This is an optimization exercise on Yosys and OpenROAD, whose aim is small area, not a production implementation.
Where RTL was checked, it was by simulation tests only, not by an equivalence proof against the original.
For run 2, only the layout was checked, not whether the RTL still works.
Power figures rest on the tool's default switching activity, not on a simulated workload.

[design/flow/design.v]
module gpio_32_pins (
    input  wire        PCLK,
    input  wire        PRESETn,
    input  wire [31:0] gpio_dir,        
    input  wire [31:0] gpio_out_reg,    
    input  wire [31:0] gpio_in_raw,     
    output wire [31:0] gpio_out,        
    output wire [31:0] gpio_oe,         
    output wire [31:0] sync_gpio_in
);
    assign gpio_oe = gpio_dir;
    assign gpio_out = gpio_out_reg;
    reg [31:0] sync_ff1, sync_ff2;
    always @(posedge PCLK or negedge PRESETn) begin
        if (!PRESETn) begin
            sync_ff1 <= 32'h0;
            sync_ff2 <= 32'h0;
        end else begin
            sync_ff1 <= gpio_in_raw;    
            sync_ff2 <= sync_ff1;       
        end
    end
    assign sync_gpio_in = sync_ff2;
endmodule
module gpio_32_debounce (
    input  wire        PCLK,
    input  wire        PRESETn,
    input  wire [31:0] sync_gpio_in,
    input  wire [15:0] debounce_cfg,
    output reg  [31:0] debounced_gpio_in
);
    reg [15:0] counter [0:31];
    integer i;
    always @(posedge PCLK or negedge PRESETn) begin
        if (!PRESETn) begin
            debounced_gpio_in <= 32'h0000_0000;
            for (i = 0; i < 32; i = i + 1)
                counter[i] <= 16'h0000;
        end else begin
            for (i = 0; i < 32; i = i + 1) begin
                if (debounce_cfg == 16'h0000) begin
                    debounced_gpio_in[i] <= sync_gpio_in[i];
                    counter[i]           <= 16'h0000;
                end
                else begin
                    if (sync_gpio_in[i] == debounced_gpio_in[i]) begin
                        counter[i] <= 16'h0000;
                    end
                    else begin
                        if (counter[i] >= debounce_cfg) begin
                            debounced_gpio_in[i] <= sync_gpio_in[i];
                            counter[i]           <= 16'h0000;
                        end else begin
                            counter[i] <= counter[i] + 16'h0001;
                        end
                    end
                end
            end
        end
    end
endmodule
module gpio_32_interrupts
(
    input  wire         PCLK,
    input  wire         PRESETn,
    input  wire [31:0]  debounced_gpio_in,
    input  wire [31:0]  int_rise_en,
    input  wire [31:0]  int_fall_en,
    input  wire [31:0]  int_level_set,
    input  wire [31:0]  int_status_w1c,
    output reg  [31:0]  int_status,
    output wire         gpio_irq
);
    reg [31:0] debounced_d;
    always @(posedge PCLK or negedge PRESETn) begin
        if (!PRESETn)
            debounced_d <= 32'h0000_0000;
        else
            debounced_d <= debounced_gpio_in;
    end
    wire [31:0] rise_pulse = ~debounced_d &  debounced_gpio_in;
    wire [31:0] fall_pulse =  debounced_d & ~debounced_gpio_in;
    wire [31:0] int_set_from_edges =
        (rise_pulse & int_rise_en) |
        (fall_pulse & int_fall_en);
    wire [31:0] int_set_total = int_set_from_edges | int_level_set;
    always @(posedge PCLK or negedge PRESETn) begin
        if (!PRESETn) begin
            int_status <= 32'h0000_0000;
        end else begin
            int_status <= (int_status | int_set_total) & ~int_status_w1c;
        end
    end
    assign gpio_irq = |int_status;
endmodule
module gpio_32_apb_regs (
    input  wire        PCLK,
    input  wire        PRESETn,
    input  wire        PSEL,
    input  wire        PENABLE,
    input  wire        PWRITE,
    input  wire [7:0]  PADDR,
    input  wire [31:0] PWDATA,
    output reg  [31:0] PRDATA,
    output wire        PREADY,
    output wire        PSLVERR,
    input  wire [31:0] read_gpio_in,      
    input  wire [31:0] read_int_status,   
    output reg  [31:0] gpio_dir,
    output reg  [31:0] gpio_out_reg,
    output reg  [31:0] int_mask,
    output reg  [31:0] int_type,
    output reg  [31:0] int_polarity,
    output reg  [15:0] debounce_cfg,
    output reg  [31:0] int_clear
);
    localparam [7:0] ADDR_GPIO_DIR      = 8'h00;  
    localparam [7:0] ADDR_GPIO_OUT      = 8'h04;  
    localparam [7:0] ADDR_GPIO_IN       = 8'h08;  
    localparam [7:0] ADDR_INT_MASK      = 8'h0C;  
    localparam [7:0] ADDR_INT_STATUS    = 8'h10;  
    localparam [7:0] ADDR_INT_TYPE      = 8'h14;  
    localparam [7:0] ADDR_INT_POLARITY  = 8'h18;  
    localparam [7:0] ADDR_DEBOUNCE_CFG  = 8'h1C;  
    assign PREADY  = 1'b1;    
    assign PSLVERR = 1'b0;    
    wire apb_access = PSEL & PENABLE;
    wire apb_write  = apb_access &  PWRITE;
    wire apb_read   = apb_access & ~PWRITE;
    always @(posedge PCLK or negedge PRESETn) begin
        if (!PRESETn) begin
            gpio_dir      <= 32'h0000_0000;
            gpio_out_reg  <= 32'h0000_0000;
            int_mask      <= 32'h0000_0000;
            int_type      <= 32'h0000_0000;
            int_polarity  <= 32'h0000_0000;
            debounce_cfg  <= 16'h0000;
            int_clear     <= 32'h0000_0000;
        end else begin
            int_clear <= 32'h0000_0000;
            if (apb_write) begin
                case (PADDR)
                    ADDR_GPIO_DIR: begin
                        gpio_dir <= PWDATA;
                    end
                    ADDR_GPIO_OUT: begin
                        gpio_out_reg <= PWDATA;
                    end
                    ADDR_INT_MASK: begin
                        int_mask <= PWDATA;
                    end
                    ADDR_INT_TYPE: begin
                        int_type <= PWDATA;
                    end
                    ADDR_INT_POLARITY: begin
                        int_polarity <= PWDATA;
                    end
                    ADDR_DEBOUNCE_CFG: begin
                        debounce_cfg <= PWDATA[15:0];
                    end
                    ADDR_INT_STATUS: begin
                        int_clear <= PWDATA;
                    end
                    default: begin
                    end
                endcase
            end
        end
    end
    always @(*) begin
        PRDATA = 32'h0000_0000;
        case (PADDR)
            ADDR_GPIO_DIR: begin
                PRDATA = gpio_dir;
            end
            ADDR_GPIO_OUT: begin
                PRDATA = gpio_out_reg;
            end
            ADDR_GPIO_IN: begin
                PRDATA = read_gpio_in;
            end
            ADDR_INT_MASK: begin
                PRDATA = int_mask;
            end
            ADDR_INT_STATUS: begin
                PRDATA = read_int_status;
            end
            ADDR_INT_TYPE: begin
                PRDATA = int_type;
            end
            ADDR_INT_POLARITY: begin
                PRDATA = int_polarity;
            end
            ADDR_DEBOUNCE_CFG: begin
                PRDATA = {16'h0000, debounce_cfg};
            end
            default: begin
                PRDATA = 32'h0000_0000;
            end
        endcase
    end
endmodule
module gpio_32_top (
    input  wire         PCLK,
    input  wire         PRESETn,
    input  wire         PSEL,
    input  wire         PENABLE,
    input  wire         PWRITE,
    input  wire [7:0]   PADDR,
    input  wire [31:0]  PWDATA,
    output wire [31:0]  PRDATA,
    output wire         PREADY,
    output wire         PSLVERR,
    input  wire [31:0]  gpio_in_raw,    
    output wire [31:0]  gpio_out,       
    output wire [31:0]  gpio_oe,        
    output wire         gpio_irq
);
    wire [31:0] gpio_dir;
    wire [31:0] gpio_out_reg;
    wire [31:0] sync_gpio_in;
    wire [31:0] debounced_gpio_in;
    wire [15:0] debounce_cfg;
    wire [31:0] int_mask;
    wire [31:0] int_type;
    wire [31:0] int_polarity;
    wire [31:0] int_clear;    
    wire [31:0] int_status;
    wire [31:0] int_rise_en;
    wire [31:0] int_fall_en;
    wire [31:0] int_status_w1c;
    wire [31:0] int_level_set;  
    gpio_32_pins u_pins (
        .PCLK         (PCLK),
        .PRESETn      (PRESETn),
        .gpio_dir     (gpio_dir),
        .gpio_out_reg (gpio_out_reg),
        .gpio_in_raw  (gpio_in_raw),
        .gpio_out     (gpio_out),
        .gpio_oe      (gpio_oe),
        .sync_gpio_in (sync_gpio_in)
    );
    gpio_32_debounce u_debounce (
        .PCLK              (PCLK),
        .PRESETn           (PRESETn),
        .sync_gpio_in      (sync_gpio_in),
        .debounce_cfg      (debounce_cfg),
        .debounced_gpio_in (debounced_gpio_in)
    );
    gpio_32_apb_regs u_apb_regs (
        .PCLK           (PCLK),
        .PRESETn        (PRESETn),
        .PSEL           (PSEL),
        .PENABLE        (PENABLE),
        .PWRITE         (PWRITE),
        .PADDR          (PADDR),
        .PWDATA         (PWDATA),
        .PRDATA         (PRDATA),
        .PREADY         (PREADY),
        .PSLVERR        (PSLVERR),
        .read_gpio_in   (debounced_gpio_in),
        .read_int_status(int_status),
        .gpio_dir       (gpio_dir),
        .gpio_out_reg   (gpio_out_reg),
        .int_mask       (int_mask),
        .int_type       (int_type),
        .int_polarity   (int_polarity),
        .debounce_cfg   (debounce_cfg),
        .int_clear      (int_clear)
    );
    assign int_rise_en = int_mask & int_type &  int_polarity;
    assign int_fall_en = int_mask & int_type & ~int_polarity;
    wire [31:0] level_high_active = int_mask & ~int_type &  int_polarity  &  debounced_gpio_in;
    wire [31:0] level_low_active  = int_mask & ~int_type & ~int_polarity  & ~debounced_gpio_in;
    assign int_level_set = level_high_active | level_low_active;
    assign int_status_w1c = int_clear;
    gpio_32_interrupts u_interrupts (
        .PCLK              (PCLK),
        .PRESETn           (PRESETn),
        .debounced_gpio_in (debounced_gpio_in),
        .int_rise_en       (int_rise_en),
        .int_fall_en       (int_fall_en),
        .int_level_set     (int_level_set),
        .int_status_w1c    (int_status_w1c),
        .int_status        (int_status),
        .gpio_irq          (gpio_irq)
    );
endmodule
[design/flow/run.sh]
#!/bin/bash
# synth_recipe.tcl (not shown) runs the flow's synth.tcl, then flattens the netlist and writes it again
# the make line also repeats each setting of config.mk as NAME=value (left out here)
make -C /OpenROAD-flow-scripts/flow DESIGN_CONFIG=/design/flow/config.mk WORK_HOME=/design/flow/orfs CLKGATE_MAP_FILE= SYNTH_SCRIPT=/design/flow/synth_recipe.tcl finish
[design/flow/config.mk]
export PLATFORM = sky130hd
export DESIGN_NAME = gpio_32_top
export DESIGN_NICKNAME = gpio_32_top
export VERILOG_FILES = /design/flow/design.v
export SDC_FILE = /design/flow/constraint.sdc
export NUM_CORES = 4
export LEC_CHECK = 0
export CAP_MARGIN = 20
export CORE_MARGIN = 2
export CORE_UTILIZATION = 40
export SLEW_MARGIN = 20
[design/flow/constraint.sdc]
create_clock -name core_clock -period 10.0 [get_ports {PCLK}]
set_input_delay 2.0000 -clock core_clock [delete_from_list [all_inputs] [get_ports {PCLK}]]
set_output_delay 2.0000 -clock core_clock [all_outputs]
set_load 0.01 [all_outputs]
==> results of run 1 <==
final cells by class:
cell class	count	area (um^2)
diodes	3	7.51
clock buffers	133	2840
clock inverters	40	500
fillers	11600	67000
inverters	122	458
multi-input cells	3720	26900
flip-flops and latches	880	22000
well taps	1637	2050
repair buffers	227	2170
critical path, stage by stage:
cell and delay [ps]:
clkdlybuf4s50_1 940, and3_1 950, a221oi_1 270, a311oi_2 810
clkdlybuf4s50_1 690
worst max path at each step:
stage,start,end,cells after the start
2_1_floorplan,PADDR[2],PRDATA[10],7
3_3_place_gp,PADDR[2],PRDATA[17],7
3_5_place_dp,PADDR[2],PRDATA[17],7
4_1_cts,PADDR[2],PRDATA[17],7
5_1_grt,PADDR[4],PRDATA[14],5
6_report,PADDR[4],PRDATA[14],5
metal layers:
metal,wire [um],GRT usage,share of wire
met3,8270,0.0364,0.058
met5,48,0,0.00034
met4,4190,0.0695,0.030
met1,65100,0.311,0.46
met2,63800,0.352,0.45
report_power, final:
part / internal (mW) / total, mW / switching [mW]
clock: 2.26 / 3.76 / 1.50
sequential: 3.63 / 3.73 / 0.0937
combinational: 0.193 / 0.545 / 0.353
total: 6.08 / 8.03 / 1.95
through the flow:
stage	hold slack (ps)	worst slack [ps]	power, mW	cell area (um^2)	util
after floorplan	331	4610	4.04	50000	-
after global placement	332	2540	4.33	53600	0.433
after detailed placement	335	2440	4.34	53600	0.433
after CTS	336	2400	8.13	57000	0.460
after global routing	356	2330	8.33	57000	0.460
final	332	2310	8.03	57000	0.460
cells by family (layout without fill, tap and decap cells):
family                   after synthesis  after routing  synth area share
flip-flops                           880            880             0.440
multiplexers                         260            260            0.0577
other                                  2              5          0.000150
AND/OR/NAND/NOR                     1855           1855             0.184
adder cells (fa/ha/maj)              544            544             0.136
XOR/XNOR                             478            478            0.0837
AO/OA/AOI/OAI                        581            581            0.0760
buffers and inverters                231            522            0.0222
cells in the final DEF (no fill, tap or decap), types with 17 or more instances in the layout:
master,netlist,final
dfrtp_1,880,879
nor2_1,684,683
ha_1,544,544
xor2_1,341,341
nand2_1,316,316
nand3_1,259,259
mux2_2,210,210
a21oi_1,206,206
clkdlybuf4s50_1,0,170
nand4_1,146,146
xnor2_1,137,137
inv_1,120,105
o21ai_0,103,103
clkbuf_16,0,101
and3_1,95,95
nor3_1,73,73
nor2b_1,66,66
buf_4,15,52
and4_1,52,51
mux2i_1,42,42
and2_1,38,37
o31ai_1,34,34
a211oi_1,29,29
a22oi_1,27,27
nand2b_1,25,25
nand4_2,24,24
clkinv_2,0,21
a31oi_1,19,19
clkbuf_8,0,19
inv_2,2,17
o21a_1,17,17
o211a_1,17,17
o311ai_1,17,17
==> flow_summary_export.csv, run 1 <==
group,metric,value,unit
layout,syn2layout_area_growth,13.9,%
floorplanning,die_x,358,um
sta,fin_skew,29.7,ps
placed_design,gp_congestion,0.838,
placed_design,dp.cells,6586,
hold_path,hold_path_startpoint,"u_pins.sync_ff1[16]",
layout,final_cells,6762,
grt,grt_max_degree,153,
setup_path,cp.arrival,5690,ps
yosys,synth_nets,5452,
sta,final_max_slew_viol_count,0,
hold_path,hold_depth,0,
yosys,yosys.area.top_type_share,0.440,
setup_path,r2r_cells,8,
yosys,synth_seq_cells,880,
detailed_routing,drtIter0Drc,2495,
yosys,synth_area,0.0500,mm^2
clocking,cts_setup_buffers,0,
hold_path,hold_class,"reg2reg",
yosys,ys.flop_type,"dfrtp_1",
yosys,synth_cells,4831,
grt,grt_pass1_wl,220000,um
layout,regMostFlops,"u_debounce.counter",
clocking,cts_resized,0,
setup_path,startpoint_type,"input port",
detailed_routing,drt-pass1-iter-count,6,
hold_path,holdPathEnd,"u_pins.sync_ff2[16]",
detailed_routing,drc,0,
sta,tightest_slew,1030,ps
sta,setup_violations,0,
setup_path,crit_fanout,17,
clocking,root_buffer,"clkbuf_16",
clocking,cts_max_level,3,
setup_path,cp-end-kind,"output port",
detailed_routing,vias,37300,
clocking,clk_latency,680,ps
floorplanning,ios,176,
outcome,status,"timing/DRC/antenna clean",
yosys,yosysMostFrequentCell,"dfrtp_1",
floorplanning,coreArea,0.124,mm^2
setup_path,path_class,"in2out",
setup_path,r2r-start,"u_apb_regs.debounce_cfg[9]",
clocking,ctsHoldBuffers,0,
clocking,cts_tree,"done",
placed_design,hpwl,93000,um
layout,largest_reg_flops,512,
placed_design,port_buffers,173,
detailed_routing,antenna_left,0,
yosys,synth_area_leader_cell,"dfrtp_1",
yosys,synthDistinctLibCells,72,
floorplanning,row_count,129,
sta,post-route-min-period,7690,ps
sta,max_freq,130,MHz
setup_path,worst-endpoint-required,8000,ps
sta,period_share,0.769,
yosys,synth_seq_area_share,0.440,
sta,rsz0062_at_grt,"false",
yosys,avgSynthCellArea,10.4,um^2
floorplanning,dieArea,0.128,mm^2
grt,overflow,0,
power_and_ir_drop,max-vdd-ir-drop,123,uV
floorplanning,die_h,358,um
grt,grtUsageTotal,0.222,
setup_path,reg2reg_to,"u_debounce.counter[30][4]",
yosys,synthArstFlopShare,1.00,
grt,grt_pass1_vias,36200,
sta,final.setup.tns,0,ps
yosys,synth_edf_count,0,
sta,max-slew-margin-rel,0.311,
flow_run,maxCapViolCount,0,
detailed_routing,vias_per_cell,5.51,
power_and_ir_drop,cellPowerDensity,141,mW/mm^2
yosys,synth_area_leaders,"dfrtp_1 (44%), ha_1 (14%), xor2_1 (6.0%), nor2_1 (5.1%), mux2_2 (4.7%)",
clocking,cts_num_sinks,880,
floorplanning,initial_utilization,0.404,
clocking,clockBufferDepth,3,
layout,drive_gt1_frac,0.102,
power_and_ir_drop,leakagePower,25.1,nW
sta,hold_violations,0,
clocking,cts-buffers-inserted,97,
setup_path,r2r_setup_slack,6490,ps
yosys,yosysWarnings,5,
grt,antenna_found_initial,7,
clocking,clkTransAtPathRegs,60,ps
yosys,synth_common_cells,"dfrtp_1 (880), nor2_1 (684), ha_1 (544)",
detailed_routing,wire_per_inst,20.9,um
detailed_routing,totalWireLength,141000,um
layout,nets,5669,
==> run 2, diff against run 1 <==
==> design/flow/design.v (replaced) <==
module gpio_32_top (
    input  wire         PCLK,
    input  wire         PRESETn,
    input  wire         PSEL,
    input  wire         PENABLE,
    input  wire         PWRITE,
    input  wire [7:0]   PADDR,
    input  wire [31:0]  PWDATA,
    output reg  [31:0]  PRDATA,
    output wire         PREADY,
    output wire         PSLVERR,
    input  wire [31:0]  gpio_in_raw,
    output wire [31:0]  gpio_out,
    output wire [31:0]  gpio_oe,
    output wire         gpio_irq
);
    assign PREADY  = 1'b1;
    assign PSLVERR = 1'b0;
    reg [31:0] gpio_dir, gpio_out_reg, int_mask, int_type, int_pol;
    reg [15:0] cfg;
    reg [31:0] sync1, sync2, deb, int_status;
    reg [31:0] prev, int_clear;
    reg [15:0] cnt [0:31];
    assign gpio_out = gpio_out_reg;
    assign gpio_oe  = gpio_dir;
    assign gpio_irq = |int_status;
    wire wr = PSEL & PENABLE & PWRITE;
    always @(posedge PCLK or negedge PRESETn) begin
        if (!PRESETn) begin
            gpio_dir <= 32'h0; gpio_out_reg <= 32'h0; int_mask <= 32'h0;
            int_type <= 32'h0; int_pol <= 32'h0; cfg <= 16'h0;
        end else if (wr) begin
            case (PADDR)
                8'h00: gpio_dir     <= PWDATA;
                8'h04: gpio_out_reg <= PWDATA;
                8'h0C: int_mask     <= PWDATA;
                8'h14: int_type     <= PWDATA;
                8'h18: int_pol      <= PWDATA;
                8'h1C: cfg          <= PWDATA[15:0];
                default: ;
            endcase
        end
    end
    always @(posedge PCLK)
        int_clear <= (wr && PADDR == 8'h10) ? PWDATA : 32'h0;
    always @(*) begin
        case (PADDR)
            8'h00: PRDATA = gpio_dir;
            8'h04: PRDATA = gpio_out_reg;
            8'h08: PRDATA = deb;
            8'h0C: PRDATA = int_mask;
            8'h10: PRDATA = int_status;
            8'h14: PRDATA = int_type;
            8'h18: PRDATA = int_pol;
            8'h1C: PRDATA = {16'h0, cfg};
            default: PRDATA = 32'h0;
        endcase
    end
    always @(posedge PCLK or negedge PRESETn) begin
        if (!PRESETn) begin
            sync1 <= 32'h0; sync2 <= 32'h0;
        end else begin
            sync1 <= gpio_in_raw; sync2 <= sync1;
        end
    end
    reg  [16:0] tref;
    reg  [16:0] stamp_n [0:31];
    always @(posedge PCLK) tref <= tref + 17'h1;
    wire        cfg0 = (cfg == 16'h0);
    wire [16:0] lim = tref + {1'b1, ~cfg};
    integer i;
    reg [31:0] acc, diff;
    reg [16:0] c;
    integer j;
    always @(*)
        for (i = 0; i < 32; i = i + 1) begin
            c[0] = 1'b1;
            for (j = 0; j < 16; j = j + 1)
                c[j+1] = (lim[j] & stamp_n[i][j]) | (lim[j] & c[j]) | (stamp_n[i][j] & c[j]);
            acc[i]  = cfg0 | ~(lim[16] ^ stamp_n[i][16] ^ c[16]);
            diff[i] = sync2[i] ^ deb[i];
        end
    always @(posedge PCLK or negedge PRESETn) begin
        if (!PRESETn)
            deb <= 32'h0;
        else
            deb <= deb ^ (diff & acc);
    end
    always @(posedge PCLK)
        for (i = 0; i < 32; i = i + 1)
            if (!diff[i] || acc[i]) stamp_n[i] <= ~tref;
    always @(posedge PCLK) prev <= deb;
    wire [31:0] set = int_mask & ((int_type & ((int_pol & deb & ~prev) | (~int_pol & ~deb & prev))) |
                                  (~int_type & ~(int_pol ^ deb)));
    always @(posedge PCLK or negedge PRESETn) begin
        if (!PRESETn) int_status <= 32'h0;
        else          int_status <= (int_status | set) & ~int_clear;
    end
endmodule
==> design/flow/flow/run.sh (new file) <==
#!/bin/bash
# Standard layout, unchanged.
bash standard.sh > standard.log 2>&1
==> design/flow/standard.sh (new file) <==
#!/bin/bash
# synth_recipe.tcl (not shown) runs the flow's synth.tcl, then flattens the netlist and writes it again
# the make line also repeats each setting of config.mk as NAME=value (left out here)
make -C /OpenROAD-flow-scripts/flow DESIGN_CONFIG=/design/flow/config.mk WORK_HOME=/design/flow/orfs CLKGATE_MAP_FILE= SYNTH_SCRIPT=/design/flow/synth_recipe.tcl "${@:-finish}"
removed: design/flow/run.sh
==> run 2 against run 1 <==
  * Still clean on timing, DRC and antenna
  * Worst hold slack improved by 14 ps
  * Core utilization rose by 0.66 points
  * Fmax fell by 0.11%
  * Largest power group is now sequential cells
  * Count of clock-buffer cells in the layout fell by 6
  * Critical endpoint is now PRDATA[12]
==> flow_summary_export.csv, run 2 <==
group,metric,value,unit
placed_design,hpwl,76200,um
layout,nets,3811,
placed_design,port_buffers,173,
layout,drive_gt1_frac,0.135,
floorplanning,die_x,332,um
sta,rsz0062_at_grt,"false",
power_and_ir_drop,leakagePower,20.1,nW
setup_path,crit_fanout,18,
layout,regMostFlops,"stamp_n",
layout,layout_commonest_cell,"edfxtp_1",
layout,final_cells,5134,
clocking,cts_tree,"done",
detailed_routing,drtIter0Drc,2519,
sta,setup_violations,0,
setup_path,cp-end-kind,"output port",
setup_path,path_class,"in2out",
floorplanning,row_count,120,
placed_design,dp.cells,4955,
layout,final_area,0.0499,mm^2
setup_path,critPathTopFamily,"simple AND/OR/NAND/NOR gates",
setup_path,path_buf_inv,3,
layout,final_cell_mix,"edfxtp_1 (544), dfrtp_1 (304), mux2_2 (215), nand2_1 (194), o21ai_0 (182)",
power_and_ir_drop,max-vdd-ir-drop,149,uV
setup_path,startpoint,"PADDR[0]",
detailed_routing,antenna_left,0,
power_and_ir_drop,cellPowerDensity,178,mW/mm^2
detailed_routing,totalWireLength,117000,um
clocking,cts_resized,0,
clocking,clk_latency,670,ps
detailed_routing,wire_per_inst,22.8,um
sta,tightest_slew,1060,ps
hold_path,hold_path_startpoint,"sync1[13]",
layout,fill_cells,9562,
flow_run,maxCapViolCount,0,
yosys,yosysWarnings,2,
setup_path,worst-endpoint-required,8000,ps
setup_path,startpoint_type,"input port",
sta,hold_ws,345,ps
grt,grt_pass1_wl,177000,um
setup_path,cpMostUsedCell,"clkdlybuf4s50_1",
clocking,clkTransAtPathRegs,60,ps
yosys,ys.flop_type,"edfxtp_1",
placed_design,gp_congestion,0.825,
yosys,synth_seq_area_share,0.593,
placed_design,dpl-instance-area,0.0465,mm^2
sta,period_share,0.769,
detailed_routing,vias,30200,
grt,antenna_found_initial,1,
layout,utilization,0.466,
setup_path,cp_cell_sequence,"clkdlybuf4s50_1 -> or4_1 -> or3_1 -> nor2_2 -> buf_4 -> a22o_1 -> a221oi_1 -> nand3_1 -> clkdlybuf4s50_1",
yosys,synth_common_cells,"edfxtp_1 (544), dfrtp_1 (304), mux2_2 (215)",
clocking,cts_max_level,3,
power_and_ir_drop,p_sw_frac,0.238,
yosys,synth_nets,3669,
yosys,synth_cells,3510,
clocking,root_buffer,"clkbuf_16",
floorplanning,initial_utilization,0.403,
yosys,synthArstFlopShare,0.327,
outcome,status,"timing/DRC/antenna clean",
detailed_routing,drt-pass1-iter-count,7,
sta,max_freq,130,MHz
detailed_routing,drc,0,
yosys,synth_edf_count,544,
grt,overflow,0,
setup_path,r2r-start,"cfg[0]",
yosys,synth_seq_cells,929,
clocking,cts_setup_buffers,0,
layout,largest_reg_flops,544,
clocking,cts_num_sinks,929,
yosys,synth_area_leader_cell,"edfxtp_1",
sta,hold_violations,0,
setup_path,cpPeakStageDelay,860,ps
floorplanning,die_h,332,um
yosys,yosys.area.top_type_share,0.379,
setup_path,cp.arrival,5690,ps
detailed_routing,vias_per_cell,5.89,
sta,max-slew-margin-rel,0.295,
floorplanning,dieArea,0.110,mm^2
grt,grt_pass1_vias,29400,
grt,grt_max_degree,156,
grt,grtUsageTotal,0.207,
clocking,cts-buffers-inserted,98,
yosys,synth_area_leaders,"edfxtp_1 (38%), dfrtp_1 (18%), mux2_2 (5.6%), dfxtp_1 (3.8%), ha_1 (2.4%)",
sta,fin_skew,39.1,ps
sta,post-route-min-period,7690,ps
yosys,yosysMostFrequentCell,"edfxtp_1",
power_and_ir_drop,intPower,6.75,mW
setup_path,cp_slowest_cell,"nor2_2",
yosys,synth_area,0.0431,mm^2
hold_path,hold_class,"reg2reg",
floorplanning,ios,176,
power_and_ir_drop,switchingPower,2.10,mW
sta,final_max_slew_viol_count,0,
sta,final.setup.tns,0,ps
power_and_ir_drop,p_comb_frac,0.080,
yosys,synthDistinctLibCells,85,
power_and_ir_drop,seqPwrFrac,0.494,
clocking,ctsHoldBuffers,0,
yosys,avgSynthCellArea,12.3,um^2
clocking,clockBufferDepth,3,
power_and_ir_drop,clockPowerShare,0.425,
floorplanning,coreArea,0.107,mm^2
layout,syn2layout_area_growth,15.7,%
run 2: cell types whose count changed in the layout (fill, tap and decap cells not counted), moves of 280 or more:
cell	before	now
nor2_1	683	137
edfxtp_1	0	544
xor2_1	341	61
ha_1	544	80
dfrtp_1	879	304
run 2: kinds of logic after synthesis:
kind of cell    Yosys count  synth area share
flops                   929             0.593
compound gates          959             0.161
simple gates            768            0.0883
mux                     220            0.0579
buf+inv                 344            0.0309
xor+xnor                113            0.0230
fa+ha+maj               175            0.0457
other cells               2          0.000174
run 2: metal layers:
| layer | track usage | wire length [um] | share of wire | vias to the layer above |
|---|---|---|---|---|
| met5 | 0 | 0 | 0 | - |
| met4 | 0.0577 | 2870 | 0.025 | 0 |
| met3 | 0.0283 | 5660 | 0.048 | 199 |
| met2 | 0.353 | 57000 | 0.49 | 777 |
| met1 | 0.276 | 51300 | 0.44 | 15400 |
| li1 | - | - | - | 13900 |
run 2: layout make-up:
type / instances / area (um^2) / share of cell area
timing repair buffer: 247 / 2300 / 0.0462
clock buffer: 127 / 2760 / 0.0553
inverter: 139 / 522 / 0.0105
sequential: 929 / 25600 / 0.513
multi-input combinational: 2237 / 16400 / 0.328
tap: 1403 / 1760 / 0.0352
clock inverter: 51 / 586 / 0.0117
antenna: 1 / 2.50 / 0.0000502
run 2: stage by stage:
stage                     total power [mW]  worst slack, ps
after floorplan                       4.86             3860
after global placement                5.15             2430
after detailed placement              5.17             2380
after CTS                             8.92             2380
after global routing                  9.17             2210
final                                 8.86             2310
run 2: power groups by stage:
stage | clock [mW] | combinational [mW] | sequential (mW)
after global placement | 0 | 0.699 | 4.45
final | 3.77 | 0.712 | 4.38
after floorplan | 0 | 0.471 | 4.39
after global routing | 3.98 | 0.786 | 4.40
after CTS | 3.83 | 0.717 | 4.38
after detailed placement | 0 | 0.714 | 4.45
run 2: worst paths after layout:
kind,to,slack [ps],cells past startpoint
setup / recovery,PRDATA[12],2310,9
hold / removal,sync2[13],350,0
setup reg to reg,stamp_n[25][0],3690,16
hold reg to reg,sync2[13],350,0
max in group asynchronous,asynchronous set/reset pin,7240,2
min in group asynchronous,gpio_out_reg[19],1320,1

## re-timing with driven ports
No port has a modelled driver above. Below, the same layouts with a new extraction and two added sets of constraints. Step 1, drivers: a clkbuf_16 drives PCLK and a buf_2 each remaining input, both assumed. Step 2 times the ports against the registers' clock, not the clock port: input delays grow and output delays shrink by t, the midpoint of the rising clock arrivals with the driver on. Three values: ideal ports, drivers, drivers and shift; two values: the first two.
| run | shift t [ns] | slack for setup (ns) | worst setup path after step 2 |
|---|---|---|---|
| run 1 | 0.741 | 2.315 / 2.260 / 2.260 | input to output |
| run 2 | 0.722 | 2.306 / 2.283 / 2.283 | input to output |
After both steps every run listed still meets setup and hold. For run 1, which loses most, drivers alone change the setup slack by -0.055 ns; drivers and shift together by -0.055 ns.
